From an optimization exercise on the open Yosys and OpenROAD flow, aimed at a short achievable clock period; shortcuts taken in it are not production practice. No run shown here included a check of the RTL's function; only the layout flow was run. Power figures rest on the tool's default switching activity, not on a simulated workload.

==> design/flow/design.v <==
module BranchSel (
	input	discard,
	input	kUnc, kJZ, kJNZ, kJNEG, kJPOS,	 
	input	Ze, Ne,							 
	input	cz32, cz10, czA,				 
	input	cn31, cn10, cnA,				 
	input	z32, z10, d31, d10, aluZ, alu31,
	output	T
	);
wire zero = Ze & (~cz32 | z32) & (~cz10 | z10) & (~czA | aluZ);
wire neg = Ne | (cn31 & d31) | (cn10 & d10) | (cnA & alu31);
assign T = ~discard & (kUnc | (kJZ & zero) | (kJNZ & ~zero) | (kJNEG & neg) | (kJPOS & ~zero & ~neg));
endmodule
module CPU(clock, nReset, iMemOut, dMemOut, iAddr, dAddr, dWr, dMemIn);
input						clock;
input						nReset;
input	[31:0]				iMemOut;
input	[31:0]				dMemOut;
output	[19:0]				iAddr;
output	[19:0]				dAddr;
output						dWr;
output	[31:0]				dMemIn;
genvar gi;
localparam PDW = 63;
function [PDW-1:0] predecode;
	input [31:0] x;
	reg [5:0] op;
	reg isFP, iPUSH, iPOP, iCALL;
	reg [3:0] fop1, fop2;
	reg fstk1, fstk2, ms1, ms2, tr1, tr2, send1, send2, rr1;
	reg [3:0] rna, rnb, frna1, frna2;
	begin
		op = x[31:26];
		isFP = op[5] & op[4];
		iPUSH = op == 6'd18;
		iPOP = op == 6'd19;
		iCALL = op == 6'd12;
		fop1 = x[29:26];
		fop2 = x[14:11];
		send1 = x[17];
		send2 = x[2];
		tr1 = fop1 == 4'd1;
		tr2 = fop2 == 4'd1;
		fstk1 = fop1 == 4'd12;
		fstk2 = fop2 == 4'd12;
		ms1 = (fop1 == 4'd11) | fstk1;
		ms2 = (fop2 == 4'd11) | fstk2;
		rr1 = (tr1 & ~send1) | ms1;
		if (isFP)
			rna = rr1 ? (fstk1 ? 4'd14 : x[21:18]) : (fstk2 ? 4'd14 : x[6:3]);
		else
			rna = (iPUSH | iPOP) ? 4'd14 : x[21:18];
		rnb = isFP ? (rna | 4'b0001) : x[17:14];
		frna1 = ms1 ? x[25:22] : x[21:18];
		frna2 = ms2 ? x[10:7] : x[6:3];
		predecode = {
			frna2, frna1, rnb, rna,								 
			isFP,												 
			op == 6'd1, op == 6'd2, op == 6'd3, op == 6'd4,		 
			op == 6'd5, op == 6'd6, op == 6'd7, op == 6'd8,		 
			op == 6'd9, op == 6'd10, op == 6'd11, iCALL,			 
			op == 6'd13, op == 6'd14, op == 6'd15, op == 6'd16,	 
			op == 6'd17, iPUSH, iPOP,								 
			tr1, fop1 == 4'd2, fop1 == 4'd8, (fop1 == 4'd8) | (fop1 == 4'd9),
			fop1 == 4'd10, ms1, fstk1, fop1 == 4'd0, send1, x[16], tr1 | ms1,
			tr2, fop2 == 4'd2, fop2 == 4'd8, (fop2 == 4'd8) | (fop2 == 4'd9),
			fop2 == 4'd10, ms2, fstk2, fop2 == 4'd0, send2, x[1], tr2 | ms2,
			x[3:0] == 4'd4, x[3:0] == 4'd3, x[3:0] == 4'd2, x[3:0] == 4'd1, x[3:0] == 4'd0
		};
	end
endfunction
reg		[19:0]	PC;
reg		[31:0]	IR;
reg		[PDW-1:0] PD;
reg		[19:0]	IDPC;
reg				discard;
reg		[15:0]	selA, selB, selF1, selF2;
reg				mEa1, mEa2, mWa1, mWa2, mEb1, mEb2, mWb1, mWb2;
reg				mF1E1, mF1E2, mF1W1, mF1W2, mF2E1, mF2E2, mF2W1, mF2W2;
reg		[31:0]	ea;				 
reg		[31:0]	ebx;			 
reg				eADD, eAND, eOR, eXOR, eCIN;
reg				sMem, sAlu, sAndM4, sEa, sEaM4, sTrns, sAddr;
reg		[3:0]	ewn1, ewn2;
reg				ewreg1, ewreg2;
reg				ewmem;
reg		[19:0]	eDatRAMAddr;
reg		[31:0]	eDMemIn;
reg				eiPOP_iFPOP;
reg		[42:0]	eFP_d1a, eFP_d2a;
reg		[3:0]	eFP_Wn_CH1, eFP_Wn_CH2;
reg				eFP_WReg_CH1, eFP_WReg_CH2;
reg				pD1, pAb1, pL1a, pH1a, pL1b, pH1b, pE1;
reg				pD2, pAb2, pL2a, pH2a, pL2b, pH2b, pE2;
reg				eAbs_CH1, eAbs_CH2;
reg				eInTrns1;
reg				bI, bF1, bF2, bz32, bz10, bzA, bz31;
reg		[31:0]	wd1, wd2;
reg		[3:0]	wwn1, wwn2;
reg				wwe1, wwe2;
reg		[42:0]	wfd1, wfd2;
reg		[3:0]	wfwn1, wfwn2;
reg				wfwe1, wfwe2;
assign iAddr = PC;
assign dAddr = eDatRAMAddr;
assign dWr = ewmem;
assign dMemIn = eDMemIn;
wire	[511:0]	Rflat;
reg		[15:0]	Rv;
wire	[687:0]	Fflat;
reg		[15:0]	Fv;
wire	[15:0]	w1hit, w2hit, fw1hit, fw2hit;
wire	[15:0]	RvNext = Rv | w1hit | w2hit;
wire	[15:0]	FvNext = Fv | fw1hit | fw2hit;
generate for (gi = 0; gi < 16; gi = gi + 1) begin : GREG
	reg [31:0] r;
	reg [42:0] f;
	assign Rflat[gi*32 +: 32] = r;
	assign Fflat[gi*43 +: 43] = f;
	assign w1hit[gi] = wwe1 & (wwn1 == gi);
	assign w2hit[gi] = wwe2 & (wwn2 == gi);
	assign fw1hit[gi] = wfwe1 & (wfwn1 == gi);
	assign fw2hit[gi] = wfwe2 & (wfwn2 == gi);
	always @(posedge clock)
		if (w1hit[gi])
			r <= wd1;
		else if (w2hit[gi])
			r <= wd2;
	always @(posedge clock)
		if (fw1hit[gi])
			f <= wfd1;
		else if (fw2hit[gi])
			f <= wfd2;
end endgenerate
always @(posedge clock or negedge nReset)
	if (!nReset) begin
		Rv <= 16'b0;
		Fv <= 16'b0;
	end else begin
		Rv <= RvNext;
		Fv <= FvNext;
	end
function [31:0] rd32;
	input [511:0] flat;
	input [15:0] sel;
	integer j;
	begin
		rd32 = 32'b0;
		for (j = 0; j < 16; j = j + 1)
			rd32 = rd32 | ({32{sel[j]}} & flat[j*32 +: 32]);
	end
endfunction
function [42:0] rd43;
	input [687:0] flat;
	input [15:0] sel;
	integer j;
	begin
		rd43 = 43'b0;
		for (j = 0; j < 16; j = j + 1)
			rd43 = rd43 | ({43{sel[j]}} & flat[j*43 +: 43]);
	end
endfunction
function [15:0] onehot4;
	input [3:0] n;
	integer j;
	begin
		for (j = 0; j < 16; j = j + 1)
			onehot4[j] = (n == j);
	end
endfunction
function [31:0] add32;
	input [31:0] a, b;
	input cin;
	reg [31:0] g, p, gn, pn;
	integer i, d;
	begin
		g = a & b;
		p = a ^ b;
		g[0] = g[0] | (p[0] & cin);
		for (d = 1; d < 32; d = d * 2) begin
			gn = g;
			pn = p;
			for (i = d; i < 32; i = i + 1) begin
				gn[i] = g[i] | (p[i] & g[i-d]);
				pn[i] = p[i] & p[i-d];
			end
			g = gn;
			p = pn;
		end
		add32 = a ^ b ^ {g[30:0], cin};
	end
endfunction
function [19:0] add20;
	input [19:0] a, b;
	input cin;
	reg [19:0] g, p, gn, pn;
	integer i, d;
	begin
		g = a & b;
		p = a ^ b;
		g[0] = g[0] | (p[0] & cin);
		for (d = 1; d < 20; d = d * 2) begin
			gn = g;
			pn = p;
			for (i = d; i < 20; i = i + 1) begin
				gn[i] = g[i] | (p[i] & g[i-d]);
				pn[i] = p[i] & p[i-d];
			end
			g = gn;
			p = pn;
		end
		add20 = a ^ b ^ {g[18:0], cin};
	end
endfunction
function [19:0] inc4;
	input [19:0] x;
	integer i;
	begin
		inc4[1:0] = x[1:0];
		for (i = 2; i < 20; i = i + 1)
			inc4[i] = x[i] ^ (&(x[19:2] | ({18{1'b1}} << (i - 2))));
	end
endfunction
function [31:0] dec4;
	input [31:0] x;
	integer i;
	begin
		dec4[1:0] = x[1:0];
		for (i = 2; i < 32; i = i + 1)
			dec4[i] = x[i] ^ ~(|(x[31:2] & ~({30{1'b1}} << (i - 2))));
	end
endfunction
wire	[31:0]	aluSum = add32(ea, ebx, eCIN);
wire	[31:0]	aluLog = ({32{eAND}} & (ea & ebx)) | ({32{eOR}} & (ea | ebx)) | ({32{eXOR}} & (ea ^ ebx));
wire	[31:0]	aluRes = eADD ? aluSum : aluLog;
wire	[31:0]	aluT = ea ^ ebx;
wire	[31:0]	aluK = {ea[30:0] | ebx[30:0], eCIN};
wire			aluSumZero = (aluT == aluK);
wire			aluZero = eADD ? aluSumZero : ~|aluLog;
wire	[19:0]	csS = ea[19:0] ^ ebx[19:0] ^ 20'h4;
wire	[19:0]	csC = {(ea[18:0] & ebx[18:0]) | {16'b0, ea[2] | ebx[2], 2'b0}, eCIN};
wire	[19:0]	aluSumP4 = add20(csS, csC, 1'b0);
wire	[19:0]	aluLogP4 = inc4(aluLog[19:0]);
wire	[19:0]	aluResP4 = eADD ? aluSumP4 : aluLogP4;
wire	[31:0]	eaM4 = dec4(ea);
wire	[31:0]	andM4 = eaM4 & ebx;
wire	[42:0]	TrnsIn = eInTrns1 ? eFP_d1a : eFP_d2a;
wire	[31:0]	TrnsLow = TrnsIn[31:0];
wire	[31:0]	TrnsHigh = {21'b0, TrnsIn[42:32]};
wire	[31:0]	addr32 = {12'b0, eDatRAMAddr};
wire	[31:0]	early1 = ({32{sEa}} & ea) | ({32{sEaM4}} & eaM4) | ({32{sAndM4}} & andM4) |
					({32{sTrns}} & TrnsLow) | ({32{sAddr}} & addr32);
wire	[19:0]	early1P4 = ({20{sEa}} & inc4(ea[19:0])) | ({20{sEaM4}} & ea[19:0]) |
					({20{sAndM4}} & inc4(andM4[19:0])) | ({20{sTrns}} & inc4(TrnsLow[19:0])) |
					({20{sAddr}} & inc4(eDatRAMAddr));
wire	[19:0]	memP4 = inc4(dMemOut[19:0]);
wire	[31:0]	ed1 = sMem ? dMemOut : (sAlu ? aluRes : early1);
wire	[19:0]	ed1P4 = sMem ? memP4 : (sAlu ? aluResP4 : early1P4);
wire	[31:0]	ed2 = eiPOP_iFPOP ? dMemOut : TrnsHigh;
wire	[19:0]	ed2P4 = eiPOP_iFPOP ? memP4 : inc4(TrnsHigh[19:0]);
wire			memZero32 = ~|dMemOut;
wire			memZero10 = ~|dMemOut[9:0];
wire			INT_Zero = sMem ? memZero32 : (sAlu ? aluZero : ~|early1);
wire			INT_Neg = ed1[31];
wire	[42:0]	AbsOpp1 = {eAbs_CH1 ? 1'b0 : ~eFP_d1a[42], eFP_d1a[41:0]};
wire	[42:0]	AbsOpp2 = {eAbs_CH2 ? 1'b0 : ~eFP_d2a[42], eFP_d2a[41:0]};
wire	[42:0]	pairE = {ebx[10:0], ea[31:0]};
wire	[42:0]	fpE1 = ({43{pD1}} & eFP_d1a) | ({43{pAb1}} & AbsOpp1) | ({43{pE1}} & pairE) |
					({43{pL1a}} & {eFP_d1a[42:32], 32'b0}) | ({43{pH1a}} & {11'b0, eFP_d1a[31:0]}) |
					({43{pL1b}} & {eFP_d2a[42:32], 32'b0}) | ({43{pH1b}} & {11'b0, eFP_d2a[31:0]});
wire	[42:0]	fpE2 = ({43{pD2}} & eFP_d2a) | ({43{pAb2}} & AbsOpp2) | ({43{pE2}} & pairE) |
					({43{pL2a}} & {eFP_d1a[42:32], 32'b0}) | ({43{pH2a}} & {11'b0, eFP_d1a[31:0]}) |
					({43{pL2b}} & {eFP_d2a[42:32], 32'b0}) | ({43{pH2b}} & {11'b0, eFP_d2a[31:0]});
wire			pL1 = pL1a | pL1b, pH1 = pH1a | pH1b;
wire			pL2 = pL2a | pL2b, pH2 = pH2a | pH2b;
wire	[42:0]	eFP_ed1 = fpE1 | ({43{pL1}} & {11'b0, dMemOut}) | ({43{pH1}} & {dMemOut[10:0], 32'b0});
wire	[42:0]	eFP_ed2 = fpE2 | ({43{pL2}} & {11'b0, dMemOut}) | ({43{pH2}} & {dMemOut[10:0], 32'b0});
wire			FP_Zero_CH1 = ~|fpE1[41:0] & (~pL1 | memZero32) & (~pH1 | memZero10);
wire			FP_Zero_CH2 = ~|fpE2[41:0] & (~pL2 | memZero32) & (~pH2 | memZero10);
wire			FP_Neg_CH1 = fpE1[42] | (pH1 & dMemOut[10]);
wire			FP_Neg_CH2 = fpE2[42] | (pH2 & dMemOut[10]);
wire	[3:0]	rna = PD[50:47];
wire	[3:0]	rnb = PD[54:51];
wire			isFP = PD[46];
wire			iALU = PD[45], iJMP = PD[44], iJZ = PD[43], iJNZ = PD[42];
wire			iJNEG = PD[41], iJPOS = PD[40], iADDI = PD[39], iSUBI = PD[38];
wire			iANDI = PD[37], iORI = PD[36], iXORI = PD[35], iCALL = PD[34];
wire			iLDPC = PD[33], iST = PD[32], iLD = PD[31], iLUI = PD[30];
wire			iSVFL = PD[29], iPUSH = PD[28], iPOP = PD[27];
wire			tr1 = PD[26], mv1 = PD[25], abs1 = PD[24], ao1 = PD[23], svfl1 = PD[22];
wire			ms1 = PD[21], fstk1 = PD[20], nop1 = PD[19], send1 = PD[18], lws1 = PD[17], funTrns1 = PD[16];
wire			tr2 = PD[15], mv2 = PD[14], abs2 = PD[13], ao2 = PD[12], svfl2 = PD[11];
wire			ms2 = PD[10], fstk2 = PD[9], nop2 = PD[8], send2 = PD[7], lws2 = PD[6], funTrns2 = PD[5];
wire			rf4 = PD[4], rf3 = PD[3], rf2 = PD[2], rf1 = PD[1], rf0 = PD[0];
wire	[3:0]	fw1 = IR[25:22], fw2 = IR[10:7];
wire			fdisc = discard | ~isFP;
wire			act1 = ~fdisc & ~nop1, act2 = ~fdisc & ~nop2;
wire			FP_WReg_CH1 = act1 & (mv1 | ao1 | ~send1);
wire			FP_WReg_CH2 = act2 & (mv2 | ao2 | ~send2);
wire			oAbs1 = act1 & ao1, oAbs2 = act2 & ao2;				 
wire			oTrns1 = act1 & ~send1 & funTrns1, oTrns2 = act2 & ~send2 & funTrns2;	 
wire			inTrns1 = act1 & send1 & funTrns1;					 
wire	[3:0]	INT_Wn_CH1 = fstk1 ? 4'd14 : fw1, INT_Wn_CH2 = fstk2 ? 4'd14 : fw2;
wire			WMem_CH1 = ms1 & send1 & ~fdisc, WMem_CH2 = ms2 & send2 & ~fdisc;
wire			INT_WRegN_CH1 = (tr1 & send1) | svfl1 | fstk1;		 
wire			INT_WRegN_CH2 = (tr2 & send2) | svfl2 | fstk2;
wire			INT_WReg_CH1 = INT_WRegN_CH1 & ~fdisc;
wire			INT_WReg_CH2 = INT_WRegN_CH2 & ~fdisc;
wire			FP_LowWordSel = ms1 ? lws1 : lws2;
wire			iTRNS2INT = (tr1 & INT_WReg_CH1) | (tr2 & INT_WReg_CH2);
wire			iFPUSH = isFP & ((fstk1 & WMem_CH1) | (fstk2 & WMem_CH2));
wire			iFPOP = isFP & ((fstk1 & FP_WReg_CH1) | (fstk2 & FP_WReg_CH2));
wire			iPUSH_iPOP = iPUSH | iPOP | (isFP & (fstk1 | fstk2));
wire			iPOP_iFPOP = iPOP | iFPOP;
wire			pushAny = iPUSH | iFPUSH;
wire	[3:0]	INT_Wn = iCALL ? 4'd15 : (iPUSH_iPOP ? 4'd14 : IR[25:22]);
wire	[3:0]	FP_Wn1 = INT_WRegN_CH1 ? INT_Wn_CH1 : INT_Wn_CH2;
wire	[3:0]	wn1 = isFP ? FP_Wn1 : INT_Wn;
wire	[3:0]	wn2 = iPOP ? IR[25:22] : (wn1 | 4'b0001);
wire	[31:0]	qa = rd32(Rflat, selA);
wire	[31:0]	qb = rd32(Rflat, selB);
wire	[31:0]	fqaEarly = mWa1 ? wd1 : (mWa2 ? wd2 : qa);
wire	[31:0]	fqbEarly = mWb1 ? wd1 : (mWb2 ? wd2 : qb);
wire	[31:0]	fqa = mEa1 ? ed1 : (mEa2 ? ed2 : fqaEarly);
wire	[31:0]	fqb = mEb1 ? ed1 : (mEb2 ? ed2 : fqbEarly);
wire	[19:0]	fqaP4 = mEa1 ? ed1P4 : (mEa2 ? ed2P4 : inc4(fqaEarly[19:0]));
wire	[42:0]	FP_q1a = rd43(Fflat, selF1);
wire	[42:0]	FP_q2a = rd43(Fflat, selF2);
wire	[42:0]	fq1Early = mF1W1 ? wfd1 : (mF1W2 ? wfd2 : FP_q1a);
wire	[42:0]	fq2Early = mF2W1 ? wfd1 : (mF2W2 ? wfd2 : FP_q2a);
wire	[42:0]	FP_d1a = mF1E1 ? eFP_ed1 : (mF1E2 ? eFP_ed2 : fq1Early);
wire	[42:0]	FP_d2a = mF2E1 ? eFP_ed1 : (mF2E2 ? eFP_ed2 : fq2Early);
wire			INT_Pos = ~INT_Neg & ~INT_Zero;
wire			FP_Pos_CH1 = ~FP_Neg_CH1 & ~FP_Zero_CH1;
wire			FP_Pos_CH2 = ~FP_Neg_CH2 & ~FP_Zero_CH2;
wire			NPCSel;
BranchSel i_BranchSel(
	.discard(discard),
	.kUnc(iJMP | iCALL | iLDPC), .kJZ(iJZ), .kJNZ(iJNZ), .kJNEG(iJNEG), .kJPOS(iJPOS),
	.Ze((bI & (sMem | sAlu | ~|early1)) | (bF1 & ~|fpE1[41:0]) | (bF2 & ~|fpE2[41:0])),
	.Ne((bI & ~sMem & ~sAlu & early1[31]) | (bF1 & fpE1[42]) | (bF2 & fpE2[42])),
	.cz32(bz32), .cz10(bz10), .czA(bzA),
	.cn31(bz31), .cn10(bz10), .cnA(bzA),
	.z32(memZero32), .z10(memZero10), .d31(dMemOut[31]), .d10(dMemOut[10]),
	.aluZ(aluZero), .alu31(aluRes[31]),
	.T(NPCSel)
	);
wire	[19:0]	immTgt = {IR[17:0], 2'b00};
wire	[19:0]	brTgt = (iJMP | iCALL) ? immTgt : add20(IDPC, immTgt, 1'b0);
wire	[19:0]	NPC1 = iLDPC ? fqa[19:0] : brTgt;
wire	[19:0]	NextPC = NPCSel ? NPC1 : inc4(PC);
wire			wregFP = INT_WReg_CH1 | INT_WReg_CH2;
wire			wreg1 = ~discard & (iALU | iADDI | iSUBI | iANDI | iORI | iXORI | iCALL | iLD | iLUI | iSVFL |
							iPOP | (isFP & wregFP) | pushAny | iPOP_iFPOP);
wire			wreg2 = ~discard & (iPOP | (isFP & iTRNS2INT & ~svfl1 & ~svfl2));
wire			wmem = ~discard & (iST | (isFP & (WMem_CH1 | WMem_CH2)) | pushAny);
wire			wra = iCALL | iLUI | iSVFL | (isFP & (svfl1 | svfl2)) | pushAny;
wire			fADD = (iALU & rf3) | iADDI;
wire			fSUB = (iALU & rf4) | iSUBI;
wire			fAND = (iALU & rf0) | iANDI | ~(iALU | iADDI | iSUBI | iANDI | iORI | iXORI);
wire			fOR  = (iALU & rf1) | iORI;
wire			fXOR = (iALU & rf2) | iXORI;
wire	[31:0]	seimm = {{14{IR[17]}}, IR[17:0]};
wire	[31:0]	zeimm = {14'b0, IR[17:0]};
wire	[31:0]	db = (iADDI | iSUBI) ? seimm : ((iANDI | iORI | iXORI) ? zeimm : fqb);
wire	[31:0]	da = iCALL ? ({12'b0, IDPC} + 32'd4) :
				 iLUI ? {IR[15:0], 16'b0} :
				 iSVFL ? {29'b0, INT_Zero, INT_Pos, INT_Neg} :
				 (isFP & ~pushAny & svfl1) ? {29'b0, FP_Zero_CH1, FP_Pos_CH1, FP_Neg_CH1} :
				 (isFP & ~pushAny & svfl2) ? {29'b0, FP_Zero_CH2, FP_Pos_CH2, FP_Neg_CH2} :
				 fqa;			 
wire	[3:0]	srcVec = {iLD, wra, iTRNS2INT, iPOP_iFPOP};
wire			nsMem  = srcVec == 4'b1000;
wire			nsEaAny = srcVec == 4'b0100;
wire			nsTrns = srcVec == 4'b0010;
wire			nsAddr = srcVec == 4'b0001;
wire			nsAluAny = ~(nsMem | nsEaAny | nsTrns | nsAddr);
wire			nD1 = mv1, nD2 = mv2;
wire			nAb1 = ~mv1 & oAbs1, nAb2 = ~mv2 & oAbs2;
wire			nT1 = ~mv1 & ~oAbs1 & oTrns1, nT2 = ~mv2 & ~oAbs2 & oTrns2;
wire			nT1a = nT1 & ms1, nT1b = nT1 & ~ms1 & ms2, nT1e = nT1 & ~ms1 & ~ms2;
wire			nT2a = nT2 & ms1, nT2b = nT2 & ~ms1 & ms2, nT2e = nT2 & ~ms1 & ~ms2;
wire			useP = iPOP_iFPOP | (isFP & ~FP_LowWordSel & ~iFPUSH);
wire			useA = ~useP & (iST | iLD | pushAny | isFP);
wire	[19:0]	DatRAMAddr = useP ? fqaP4 : (useA ? fqa[19:0] : 20'b0);
wire	[42:0]	TrnsInD = inTrns1 ? FP_d1a : FP_d2a;
wire	[31:0]	DMemInD = isFP ? (FP_LowWordSel ? TrnsInD[31:0] : {21'b0, TrnsInD[42:32]}) : fqb;
wire	[PDW-1:0] pdN = predecode(iMemOut);
wire	[3:0]	rnaN = pdN[50:47], rnbN = pdN[54:51], frna1N = pdN[58:55], frna2N = pdN[62:59];
wire	[1:0]	fsN = iMemOut[21:20];
wire			fsF1N = fsN == 2'b01, fsF2N = fsN == 2'b10, fsIN = ~fsF1N & ~fsF2N;
wire			nsAlu = nsAluAny & ~pushAny;
wire			nL1 = (nT1a | nT1b) & FP_LowWordSel, nH1 = (nT1a | nT1b) & ~FP_LowWordSel;
wire			nL2 = (nT2a | nT2b) & FP_LowWordSel, nH2 = (nT2a | nT2b) & ~FP_LowWordSel;
always @(posedge clock or negedge nReset)
	if (!nReset) begin
		PC <= 20'b0;
		IR <= 32'b0;
		PD <= predecode(32'b0);
		IDPC <= 20'b0;
		discard <= 1'b1;
		selA <= 16'b0;
		selB <= 16'b0;
		selF1 <= 16'b0;
		selF2 <= 16'b0;
		mEa1 <= 1'b0; mEa2 <= 1'b0; mWa1 <= 1'b0; mWa2 <= 1'b0;
		mEb1 <= 1'b0; mEb2 <= 1'b0; mWb1 <= 1'b0; mWb2 <= 1'b0;
		mF1E1 <= 1'b0; mF1E2 <= 1'b0; mF1W1 <= 1'b0; mF1W2 <= 1'b0;
		mF2E1 <= 1'b0; mF2E2 <= 1'b0; mF2W1 <= 1'b0; mF2W2 <= 1'b0;
		ewreg1 <= 1'b0;
		ewreg2 <= 1'b0;
		ewmem <= 1'b0;
		eFP_WReg_CH1 <= 1'b0;
		eFP_WReg_CH2 <= 1'b0;
		wwe1 <= 1'b0;
		wwe2 <= 1'b0;
		wfwe1 <= 1'b0;
		wfwe2 <= 1'b0;
	end else begin
		PC <= NextPC;
		IR <= iMemOut;
		PD <= pdN;
		IDPC <= PC;
		discard <= NPCSel;
		selA <= onehot4(rnaN) & RvNext;
		selB <= onehot4(rnbN) & RvNext;
		selF1 <= onehot4(frna1N) & FvNext;
		selF2 <= onehot4(frna2N) & FvNext;
		mEa1 <= wreg1 & (wn1 == rnaN);
		mEa2 <= wreg2 & (wn2 == rnaN);
		mWa1 <= ewreg1 & (ewn1 == rnaN);
		mWa2 <= ewreg2 & (ewn2 == rnaN);
		mEb1 <= wreg1 & (wn1 == rnbN);
		mEb2 <= wreg2 & (wn2 == rnbN);
		mWb1 <= ewreg1 & (ewn1 == rnbN);
		mWb2 <= ewreg2 & (ewn2 == rnbN);
		mF1E1 <= FP_WReg_CH1 & (fw1 == frna1N);
		mF1E2 <= FP_WReg_CH2 & (fw2 == frna1N);
		mF1W1 <= eFP_WReg_CH1 & (eFP_Wn_CH1 == frna1N);
		mF1W2 <= eFP_WReg_CH2 & (eFP_Wn_CH2 == frna1N);
		mF2E1 <= FP_WReg_CH1 & (fw1 == frna2N);
		mF2E2 <= FP_WReg_CH2 & (fw2 == frna2N);
		mF2W1 <= eFP_WReg_CH1 & (eFP_Wn_CH1 == frna2N);
		mF2W2 <= eFP_WReg_CH2 & (eFP_Wn_CH2 == frna2N);
		ewreg1 <= wreg1;
		ewreg2 <= wreg2;
		ewmem <= wmem;
		eFP_WReg_CH1 <= FP_WReg_CH1;
		eFP_WReg_CH2 <= FP_WReg_CH2;
		wwe1 <= ewreg1;
		wwe2 <= ewreg2;
		wfwe1 <= eFP_WReg_CH1;
		wfwe2 <= eFP_WReg_CH2;
	end
always @(posedge clock) begin
	ea <= da;
	ebx <= fSUB ? ~db : db;
	eADD <= fADD | fSUB;
	eCIN <= fSUB;
	eAND <= fAND;
	eOR <= fOR;
	eXOR <= fXOR;
	sMem <= nsMem;
	sAlu <= nsAlu;
	sAndM4 <= nsAluAny & pushAny;
	sEa <= nsEaAny & ~pushAny;
	sEaM4 <= nsEaAny & pushAny;
	sTrns <= nsTrns;
	sAddr <= nsAddr;
	ewn1 <= wn1;
	ewn2 <= wn2;
	eDatRAMAddr <= DatRAMAddr;
	eDMemIn <= DMemInD;
	eiPOP_iFPOP <= iPOP_iFPOP;
	eFP_d1a <= FP_d1a;
	eFP_d2a <= FP_d2a;
	eFP_Wn_CH1 <= fw1;
	eFP_Wn_CH2 <= fw2;
	pD1 <= nD1;  pAb1 <= nAb1;
	pL1a <= nT1a & FP_LowWordSel;  pH1a <= nT1a & ~FP_LowWordSel;
	pL1b <= nT1b & FP_LowWordSel;  pH1b <= nT1b & ~FP_LowWordSel;
	pE1 <= nT1e;
	pD2 <= nD2;  pAb2 <= nAb2;
	pL2a <= nT2a & FP_LowWordSel;  pH2a <= nT2a & ~FP_LowWordSel;
	pL2b <= nT2b & FP_LowWordSel;  pH2b <= nT2b & ~FP_LowWordSel;
	pE2 <= nT2e;
	eAbs_CH1 <= abs1;
	eAbs_CH2 <= abs2;
	eInTrns1 <= inTrns1;
	bI <= fsIN;
	bF1 <= fsF1N;
	bF2 <= fsF2N;
	bz32 <= (fsIN & nsMem) | (fsF1N & nL1) | (fsF2N & nL2);
	bz10 <= (fsF1N & nH1) | (fsF2N & nH2);
	bzA <= fsIN & nsAlu;
	bz31 <= fsIN & nsMem;
	wd1 <= ed1;
	wd2 <= ed2;
	wwn1 <= ewn1;
	wwn2 <= ewn2;
	wfd1 <= eFP_ed1;
	wfd2 <= eFP_ed2;
	wfwn1 <= eFP_Wn_CH1;
	wfwn2 <= eFP_Wn_CH2;
end
endmodule
==> design/flow/flow/run.sh <==
#!/bin/bash
# The standard layout (the standard.sh: unchanged synthesis, floorplan,
# power grid, placement, CTS and routing steps) with three repair settings:
#  - resizing may change a cell's footprint (drive strength);
#  - port buffers are buf_4 cells rather than the library's default pick.
# The constraints (constraint.sdc, the design's clock period) are unchanged.
set -euo pipefail
bash standard.sh SETUP_SLACK_MARGIN=6.3 MATCH_CELL_FOOTPRINT=0 \
	"BUFFER_PORTS_ARGS=-buffer_cell sky130_fd_sc_hd__buf_4" finish > standard_flow.log 2>&1
==> design/flow/standard.sh <==
#!/bin/bash
# synth_recipe.tcl (not shown) runs the flow's synth.tcl, then flattens the netlist and writes it again
# the make line also repeats each setting of config.mk as NAME=value (left out here)
make -C /OpenROAD-flow-scripts/flow DESIGN_CONFIG=/design/flow/config.mk WORK_HOME=/design/flow/orfs CLKGATE_MAP_FILE= SYNTH_SCRIPT=/design/flow/synth_recipe.tcl "${@:-finish}"
==> design/flow/config.mk <==
export PLATFORM = sky130hd
export DESIGN_NAME = CPU
export DESIGN_NICKNAME = CPU
export VERILOG_FILES = /design/flow/design.v
export SDC_FILE = /design/flow/constraint.sdc
export NUM_CORES = 8
export LEC_CHECK = 0
export ABC_CLOCK_PERIOD_IN_PS = 2000
export CAP_MARGIN = 20
export CORE_MARGIN = 2
export CORE_UTILIZATION = 50
export SLEW_MARGIN = 20
export SYNTH_HIERARCHICAL = 1
export SYNTH_MINIMUM_KEEP_SIZE = 0
export TNS_END_PERCENT = 100
==> design/flow/constraint.sdc <==
create_clock -name core_clock -period 9.0 [get_ports {clock}]
set_input_delay 1.8000 -clock core_clock [delete_from_list [all_inputs] [get_ports {clock}]]
set_output_delay 1.8000 -clock core_clock [all_outputs]
set_load 0.01 [all_outputs]
==> impl_metrics.csv, run 1 <==
group,metric,value,unit
routing,wl_met3,93000,microns
critical_path,critPathMaxFanout,10,
placement,placed_area,109000,sq um
timing,rsz0062_at_grt,"yes",
logic_synthesis,ys_seq_area_frac,0.483,
timing,tightest_slew,1.28,ns
logic_synthesis,synth_cell_types,100,
global_route,globalRouteOverflowTotal,0,
critical_path,required,9.75,ns
timing,whs,0.358,ns
placement,dp_slack,2.87,ns
cts,cts_tree,"done",
floorplan,core-area,207000,sq um
final_layout,regArea,50600,sq um
final_layout,drive_gt1_frac,0.384,
final_layout,fin_util,0.629,
floorplan,row_count,167,
cts,clkTransAtPathRegs,0.06,ns
routing,wl_met1,198000,microns
cts,clk_latency,0.91,ns
critical_path,critPathLaunchType,"flip-flop",
cts,cts.sinks,1848,
global_route,antenna_found_initial,38,
final_layout,final_area,130000,sq um
critical_path,crit_path_start,"pD2",
routing,antenna_left,0,
floorplan,dieArea,211000,sq um
critical_path,path_class,"flip-flop to flip-flop",
final_layout,area_growth_syn_to_layout,25.2,%
logic_synthesis,syn_area_per_cell,11.1,sq um
pwr,power.density,215,nW/um^2
routing,drc,0,
logic_synthesis,netlist_top_cells_area,"edfxtp_1 35%, mux2_2 13%, dfxtp_1 8.1%",
timing,max_freq,201,MHz
floorplan,die_y,460,microns
cts,numCtsBuffers,202,
timing,fin_ws,4.02,ns
final_layout,fill_cells,16300,
timing,fin_skew,0.0631,ns
critical_path,end_kind,"flip-flop",
pwr,fin_total_pwr,28.0,mW
routing,drtIter0Drc,18900,
logic_synthesis,ys.warnings.count,7,
cts,cts_buffer_depth,3,
critical_path,r2r_start,"pD2",
pwr,vdd_drop_max,0.235,mV
final_layout,finalNonFillerCells,12600,
timing,fin_crit,4.98,ns
timing,slew_viol_final,0,
logic_synthesis,synth_edf_count,1200,
floorplan,die_w,460,microns
logic_synthesis,async_reset_ff_frac,0.123,
logic_synthesis,syn_inst,9362,
placement,place.gp.congestion,1.05,
timing,final.setup.tns,0,ns
global_route,grt_pass1_wl,746000,microns
timing,setup_viol,0,
timing,finalCritPeriodShare,0.553,
routing,wl_met2,221000,microns
logic_synthesis,synth_top_area_cell,"edfxtp_1",
placement,numPortBuffers,138,
routing,routedWlPerCell,44.5,microns
logic_synthesis,ys_seq_elements,1848,
critical_path,r2r_end,"PC[16]",
routing,drtPass1Iterations,8,
logic_synthesis,synth_top_area_share,0.347,
final_layout,fin_nets,9952,
routing,vias_per_cell,7.70,
status,status,"no timing/DRC/antenna violations",
placement,dp.cells,11600,
floorplan,start_util,0.502,
flow_run,maxCapViolations,0,
cts,htree_levels,4,
final_layout,multi_input_area,56700,sq um
timing,hold_violations,0,
critical_path,reg2regPathDepth,16,
global_route,grtUsageTotal,0.509,
pwr,p_leak,48.6,nW
critical_path,crit_end,"PC[16]",
min_path,hold_depth,0,
global_route,grt_pass1_vias,90100,
critical_path,crit_arrival,5.73,ns
global_route,grt_max_degree,134,
routing,routed_wirelength,562000,microns
min_path,hp-class,"flip-flop to flip-flop",
logic_synthesis,synth_top_flop_cell,"edfxtp_1",
floorplan,top_level_ports,139,
logic_synthesis,netlist_area,104000,sq um
cts,cts-root-buf,"clkbuf_16",
routing,num_vias,97100,
critical_path,reg2reg_setup_slack,4.02,ns
logic_synthesis,synth.net_count,9604,
cts,holdBufCountCts,0,
routing,dr.max_layer_used,"met5",
placement,dp_hpwl,336000,microns
timing,max-slew-margin-rel,0.144,
-- per-module statistics from Yosys, one instance, submodules excluded --
module	area, sq um	copies in the design	cells inside	flops+latches
BranchSel	85.1	1	11	0
CPU	104000	1	9351	1848
-- Yosys cell counts, drive strengths merged, types with 135 or more instances --
library cell  count
a22o            552
o21ai           494
dfrtp           223
dfxtp           421
xnor2           192
inv             248
edfxtp         1200
ha              155
mux2i           225
a221oi          556
nand3           135
nand4           187
clkbuf          759
nand2           642
nor2            397
a21oi           275
mux2           1230
a22oi           228
-- power breakdown --
| part | internal, mW | switching [mW] | total, mW |
|---|---|---|---|
| logic | 3.42 | 5.06 | 8.48 |
| clock network | 4.88 | 3.84 | 8.72 |
| registers | 9.66 | 1.14 | 10.8 |
| total | 18.0 | 10.0 | 28.0 |
-- repair_timing --
item,in CTS,in global routing
gates cloned,27,7
resized for setup,1485,441
hold endpoints to repair,0,0
pin swaps,343,282
setup endpoints to repair,1541,617
setup buffers,472,145
-- sequential cells by signal (all words and copies together), names as in the netlist, 43 cells and up --
register	flops
GREG.f	688
GREG.r	512
PD	45
eFP_d1a	43
eFP_d2a	43
wfd1	43
wfd2	43
-- placed cells by master (no fill, tap or decap), types with 43 or more instances in the layout --
cell type / n
a22o_1: 549
nand2b_1: 45
a21oi_4: 53
dfxtp_1: 328
ha_1: 116
nand2_1: 591
dfrtp_1: 137
buf_12: 125
dfxtp_2: 43
nand4_1: 187
nor2_1: 323
a21oi_2: 50
nor3_1: 51
nand3_1: 120
a221oi_1: 458
buf_4: 552
edfxtp_1: 1200
nor3_2: 53
o21ai_1: 108
a22oi_1: 222
buf_6: 252
o21ai_2: 87
o21ai_0: 227
a221oi_2: 87
mux2i_1: 154
inv_1: 227
nor4_1: 43
o21ai_4: 72
a211oi_1: 49
dfxtp_4: 50
nor2_4: 46
xor2_1: 85
a222oi_1: 69
clkbuf_16: 239
dfrtp_4: 53
a21oi_1: 174
mux2_2: 1220
xnor2_1: 167
-- how the worst min path moves through the flow --
stage,from,to,slack (ns)
detailed placement,PD[13],eAbs_CH2,0.33
global placement,PD[24],eAbs_CH1,0.33
finish,PD[24],eAbs_CH1,0.36
CTS,PD[13],eAbs_CH2,0.36
floorplan,PD[24],eAbs_CH1,0.32
global route,PD[13],eAbs_CH2,0.36
-- kinds of logic after synthesis --
logic type,Yosys count,share of synthesized area
mux,1455,0.155
buf+inv,1134,0.0425
compound gates,2591,0.185
simple gates,1870,0.0863
flops,1848,0.483
xor+xnor,288,0.0245
fa+ha+maj,176,0.0227
-- worst max-delay path, cell delays in order (launching register included) --
cell	delay, ns
dfxtp_1	0.32
or3_1	0.57
a222oi_1	0.73
nand2_1	0.09
or4_1	0.44
nor3_1	0.28
nand4_1	0.18
a2111oi_2	0.53
a22oi_1	0.31
o21ai_1	0.21
o2111ai_2	0.18
mux2i_4	0.25
buf_12	0.15
buf_6	0.11
a21oi_4	0.21
buf_12	0.17
a31oi_4	0.08
-- metal layers --
metal | up-vias | track usage
met5 | - | 0.0103
met4 | 31 | 0.353
met3 | 2543 | 0.202
met2 | 9789 | 0.689
met1 | 47600 | 0.660
li1 | 37200 | -
-- layout make-up --
class                           count  share of cell area
Clock buffer                      270              0.0442
Multi-Input combinational cell   6386               0.436
Tap cell                         2704              0.0260
Sequential cell                  1848               0.390
Antenna cell                       22            0.000424
Inverter                          255             0.00765
Timing Repair Buffer             1017              0.0871
Clock inverter                    112             0.00840
==> run 2, diff against run 1 <==
--- a/design/flow/design.v
+++ b/design/flow/design.v
@@ -3,5 +3,8 @@
 	input	kUnc, kJZ, kJNZ, kJNEG, kJPOS,	 
-	input	Ze, Ne,							 
+	input	bI, bF1, bF2,					 
+	input	sMA,							 
+	input	zEarly, nEarly,					 
+	input	zE1, nE1, zE2, nE2,				 
 	input	cz32, cz10, czA,				 
-	input	cn31, cn10, cnA,				 
+	input	cn31,							 
 	input	z32, z10, d31, d10, aluZ, alu31,
@@ -9,4 +12,6 @@
 	);
+wire Ze = (bI & (sMA | zEarly)) | (bF1 & zE1) | (bF2 & zE2);
+wire Ne = (bI & ~sMA & nEarly) | (bF1 & nE1) | (bF2 & nE2);
 wire zero = Ze & (~cz32 | z32) & (~cz10 | z10) & (~czA | aluZ);
-wire neg = Ne | (cn31 & d31) | (cn10 & d10) | (cnA & alu31);
+wire neg = Ne | (cn31 & d31) | (cz10 & d10) | (czA & alu31);
 assign T = ~discard & (kUnc | (kJZ & zero) | (kJNZ & ~zero) | (kJNEG & neg) | (kJPOS & ~zero & ~neg));
@@ -80,2 +85,3 @@
 reg		[31:0]	ea;				 
+reg		[31:0]	eaX;			 
 reg		[31:0]	ebx;			 
@@ -244,4 +250,3 @@
 wire	[19:0]	aluResP4 = eADD ? aluSumP4 : aluLogP4;
-wire	[31:0]	eaM4 = dec4(ea);
-wire	[31:0]	andM4 = eaM4 & ebx;
+wire	[31:0]	andM4 = eaX & ebx;
 wire	[42:0]	TrnsIn = eInTrns1 ? eFP_d1a : eFP_d2a;
@@ -250,3 +255,3 @@
 wire	[31:0]	addr32 = {12'b0, eDatRAMAddr};
-wire	[31:0]	early1 = ({32{sEa}} & ea) | ({32{sEaM4}} & eaM4) | ({32{sAndM4}} & andM4) |
+wire	[31:0]	early1 = ({32{sEa}} & ea) | ({32{sEaM4}} & eaX) | ({32{sAndM4}} & andM4) |
 					({32{sTrns}} & TrnsLow) | ({32{sAddr}} & addr32);
@@ -256,5 +261,11 @@
 wire	[19:0]	memP4 = inc4(dMemOut[19:0]);
+wire	[31:0]	csSm = ea ^ ebx ^ 32'hfffffffc;
+wire	[31:0]	csCm = {ea[30:2] | ebx[30:2], ea[1:0] & ebx[1:0], eCIN};
+wire	[31:0]	aluResM4 = eADD ? add32(csSm, csCm, 1'b0) : dec4(aluLog);
+wire	[31:0]	memM4 = dec4(dMemOut);
 wire	[31:0]	ed1 = sMem ? dMemOut : (sAlu ? aluRes : early1);
 wire	[19:0]	ed1P4 = sMem ? memP4 : (sAlu ? aluResP4 : early1P4);
+wire	[31:0]	ed1M4 = sMem ? memM4 : (sAlu ? aluResM4 : dec4(early1));
 wire	[31:0]	ed2 = eiPOP_iFPOP ? dMemOut : TrnsHigh;
+wire	[31:0]	ed2M4 = eiPOP_iFPOP ? memM4 : dec4(TrnsHigh);
 wire	[19:0]	ed2P4 = eiPOP_iFPOP ? memP4 : inc4(TrnsHigh[19:0]);
@@ -325,2 +336,3 @@
 wire	[31:0]	fqb = mEb1 ? ed1 : (mEb2 ? ed2 : fqbEarly);
+wire	[31:0]	fqaM4 = mEa1 ? ed1M4 : (mEa2 ? ed2M4 : dec4(fqaEarly));
 wire	[19:0]	fqaP4 = mEa1 ? ed1P4 : (mEa2 ? ed2P4 : inc4(fqaEarly[19:0]));
@@ -339,6 +351,6 @@
 	.kUnc(iJMP | iCALL | iLDPC), .kJZ(iJZ), .kJNZ(iJNZ), .kJNEG(iJNEG), .kJPOS(iJPOS),
-	.Ze((bI & (sMem | sAlu | ~|early1)) | (bF1 & ~|fpE1[41:0]) | (bF2 & ~|fpE2[41:0])),
-	.Ne((bI & ~sMem & ~sAlu & early1[31]) | (bF1 & fpE1[42]) | (bF2 & fpE2[42])),
-	.cz32(bz32), .cz10(bz10), .czA(bzA),
-	.cn31(bz31), .cn10(bz10), .cnA(bzA),
+	.bI(bI), .bF1(bF1), .bF2(bF2), .sMA(sMem | sAlu),
+	.zEarly(~|early1), .nEarly(early1[31]),
+	.zE1(~|fpE1[41:0]), .nE1(fpE1[42]), .zE2(~|fpE2[41:0]), .nE2(fpE2[42]),
+	.cz32(bz32), .cz10(bz10), .czA(bzA), .cn31(bz31),
 	.z32(memZero32), .z10(memZero10), .d31(dMemOut[31]), .d10(dMemOut[10]),
@@ -456,2 +468,3 @@
 	ea <= da;
+	eaX <= fqaM4;
 	ebx <= fSUB ? ~db : db;
--- a/design/flow/config.mk
+++ b/design/flow/config.mk
@@ -7,3 +7,3 @@
 export LEC_CHECK = 0
-export ABC_CLOCK_PERIOD_IN_PS = 2000
+export ABC_CLOCK_PERIOD_IN_PS = 1000
 export CAP_MARGIN = 20
==> run 2 against run 1 <==
Sequential share of layout area is 1.5 points lower. Still clean. Largest cell class unchanged. First-iteration DRC count increased by 13%. Register-to-register slack better by 0.26 ns.
==> impl_metrics.csv, run 2 <==
group,metric,value,unit
status,status,"no timing/DRC/antenna violations",
cts,cts-root-buf,"clkbuf_16",
logic_synthesis,ys_seq_elements,1880,
pwr,power.density,237,nW/um^2
placement,placed_area,114000,sq um
final_layout,largest_reg_flops,688,
cts,clkTransAtPathRegs,0.07,ns
timing,tightest_slew,1.32,ns
logic_synthesis,synth_cell_types,97,
cts,holdBufCountCts,0,
floorplan,core-area,215000,sq um
critical_path,reg2regPathDepth,22,
placement,dp_hpwl,373000,microns
final_layout,reg_top3,"GREG.f (688), GREG.r (512), PD (45)",
cts,cts.sinks,1880,
timing,finalCritPeriodShare,0.524,
cts,numCtsBuffers,205,
global_route,grtUsageTotal,0.526,
floorplan,dieArea,220000,sq um
floorplan,die_w,469,microns
critical_path,r2r_start,"ea[3]",
logic_synthesis,yosys.cell_count.top_type,"edfxtp_1",
placement,numPortBuffers,138,
final_layout,area_growth_syn_to_layout,26.5,%
cts,cts_tree,"done",
global_route,grt_max_degree,93,
timing,max_freq,212,MHz
timing,fin_skew,0.0749,ns
logic_synthesis,syn_area_per_cell,10.6,sq um
global_route,globalRouteOverflowTotal,0,
cts,cts_buffer_depth,3,
critical_path,path_class,"flip-flop to flip-flop",
floorplan,top_level_ports,139,
routing,drtPass1Iterations,13,
logic_synthesis,synth_top_area_share,0.333,
logic_synthesis,synth.net_count,10500,
floorplan,die_y,469,microns
cts,htree_levels,4,
logic_synthesis,netlist_top_cells_area,"edfxtp_1 33%, mux2_2 11%, dfxtp_1 8.4%",
global_route,grt_pass1_vias,96700,
routing,vias_per_cell,7.72,
logic_synthesis,async_reset_ff_frac,0.121,
final_layout,drive_gt1_frac,0.363,
pwr,vdd_drop_max,0.250,mV
min_path,hp-start,"PD[24]",
timing,hold_violations,0,
global_route,antenna_found_initial,63,
critical_path,critPathMaxFanout,8,
floorplan,row_count,170,
placement,place.gp.congestion,1.09,
logic_synthesis,synth_top_flop_cell,"edfxtp_1",
timing,rsz0062_at_grt,"yes",
logic_synthesis,synth_edf_count,1200,
critical_path,required,9.78,ns
routing,drtIter0Drc,21400,
routing,routedWlPerCell,44.6,microns
timing,fin_crit,4.72,ns
min_path,hold_depth,0,
final_layout,final_cell_mix,"1200 x edfxtp_1, 1076 x mux2_2, 798 x nand2_1, 575 x buf_4, 485 x a22o_1",
final_layout,layout_commonest_cell,"edfxtp_1",
final_layout,fin_nets,10900,
timing,slew_viol_final,0,
logic_synthesis,yosys-top-cells-count,"1200 x edfxtp_1, 1095 x mux2_2, 857 x nand2_1",
logic_synthesis,synth_top_area_cell,"edfxtp_1",
logic_synthesis,syn_inst,10200,
routing,antenna_left,0,
logic_synthesis,netlist_area,108000,sq um
timing,final.setup.tns,0,ns
timing,setup_viol,0,
final_layout,final_area,137000,sq um
floorplan,start_util,0.503,
critical_path,end_kind,"flip-flop",
critical_path,crit_arrival,5.49,ns
global_route,grt_pass1_wl,801000,microns
timing,max-slew-margin-rel,0.116,
logic_synthesis,ys_seq_area_frac,0.470,
critical_path,crit_path_start,"ea[3]",
cts,clk_latency,0.93,ns
routing,drc,0,
final_layout,top_register,"GREG.f",
logic_synthesis,ys.warnings.count,7,
min_path,hp-class,"flip-flop to flip-flop",
routing,routed_wirelength,608000,microns
pwr,p_leak,51.1,nW
critical_path,critPathLaunchType,"flip-flop",
routing,num_vias,105000,
flow_run,maxCapViolations,0,
## run 2: path summary, 6_finish.rpt
check | slack, ns | end
hold / removal | 0.36 | eAbs_CH1
hold reg to reg | 0.36 | eAbs_CH1
setup / recovery | 4.28 | PC[8]
max in group asynchronous | 6.72 | selF2[9]
min in group asynchronous | 1.01 | PC[9]
setup reg to reg | 4.28 | PC[8]
## run 2: cells by family after synthesis
kind of cell,synth area share
AO/OA/AOI/OAI,0.196
AND/OR/NAND/NOR,0.0977
flip-flops,0.470
multiplexers,0.137
buffers and inverters,0.0446
XOR/XNOR,0.0276
adder cells (fa/ha/maj),0.0268
## run 2: stage by stage
stage / instances / setup WS, ns / utilization / total power, mW / hold WS [ns]
floorplan: 10200 / 4.38 / - / 15.9 / 0.324
global placement: 12500 / 3.30 / 0.529 / 19.8 / 0.325
detailed placement: 12500 / 3.24 / 0.529 / 19.9 / 0.332
CTS: 13400 / 4.54 / 0.611 / 30.6 / 0.353
global route: 13600 / 4.29 / 0.636 / 32.9 / 0.369
finish: 13600 / 4.28 / 0.637 / 32.4 / 0.365
## run 2: report_power, final
group	leakage, nW	total, mW	switching (mW)	internal, mW
logic	29.9	12.1	7.33	4.78
clock network	3.50	9.13	3.93	5.20
registers	17.7	11.2	1.29	9.90
total	51.1	32.4	12.6	19.9
## run 2: per-layer routing
| layer | part of all wire | track usage | wire length (microns) |
|---|---|---|---|
| met3 | 0.17 | 0.241 | 106000 |
| met2 | 0.38 | 0.693 | 233000 |
| met1 | 0.35 | 0.669 | 211000 |
| met4 | 0.095 | 0.386 | 58100 |
| met5 | 0.0012 | 0.000649 | 734 |
## run 2: modules after synthesis, one instance, submodules excluded
module	flip-flops and latches	copies in the design	cell area (sq um)
CPU	1880	1	108000
BranchSel	0	1	98.8
## run 2: timing repair
| item | CTS | global route |
|---|---|---|
| setup buffers | 431 | 218 |
| gates resized for setup | 1523 | 647 |
| cloned | 23 | 13 |
| setup endpoints to repair | 1581 | 1051 |
| pin swaps | 334 | 322 |
## run 2: final cells by class
cell class	count	area [sq um]
diodes	47	118
clock buffers	285	5830
multi-input cells	7032	61300
inverters	357	1450
repair buffers	1095	12000
flip-flops and latches	1880	51200
repair inverters	1	7.51
fillers	16800	78000
well taps	2838	3550
clock inverters	106	1320
## run 2: critical path: stages (launching register included)
cell and delay, ns:
dfxtp_4 0.39, ha_4 0.19, fa_2 0.44, a21oi_4 0.19, o21bai_4 0.09, nand4_1 0.20, o211a_4 0.25, nor4_4 0.06
buf_4 0.17, o2111a_1 0.28, nor3_4 0.29, xor2_2 0.29, o21bai_1 0.14, a22oi_1 0.15, o211ai_1 0.18, a221oi_2 0.41
a21oi_4 0.11, buf_4 0.15, buf_6 0.13, clkbuf_16 0.18, buf_12 0.14, nor2_2 0.09, a21oi_1 0.04

re-timing with driven ports:
Ports are ideal in the flow. The routed layouts listed here were re-timed in OpenROAD. Step 1 (the two cells are an assumption about what drives the block):
set clk [get_ports {clock}]
set_driving_cell -lib_cell sky130_fd_sc_hd__clkbuf_16 $clk
set_driving_cell -lib_cell sky130_fd_sc_hd__buf_2 [delete_from_list [all_inputs] $clk]
Step 2, shift: input delay + t, output delay - t, t = (earliest + latest rising clock arrival at the registers) / 2. This alone moves slack from input paths to output paths. Slacks: ideal ports / drivers / drivers and shift; pairs: ideal ports / drivers.
run	shift t [ns]	slack for setup (ns)	worst register clock-pin slew, ns
run 1	0.967	4.024 / 4.024 / 4.024	0.07 / 0.07
run 2	1.006	4.282 / 4.282 / 3.862	0.08 / 0.08
After both steps every run listed still meets setup and hold. The setup slack of run 2, which loses most, moves by 0.000 ns with the drivers and by -0.420 ns with both steps.
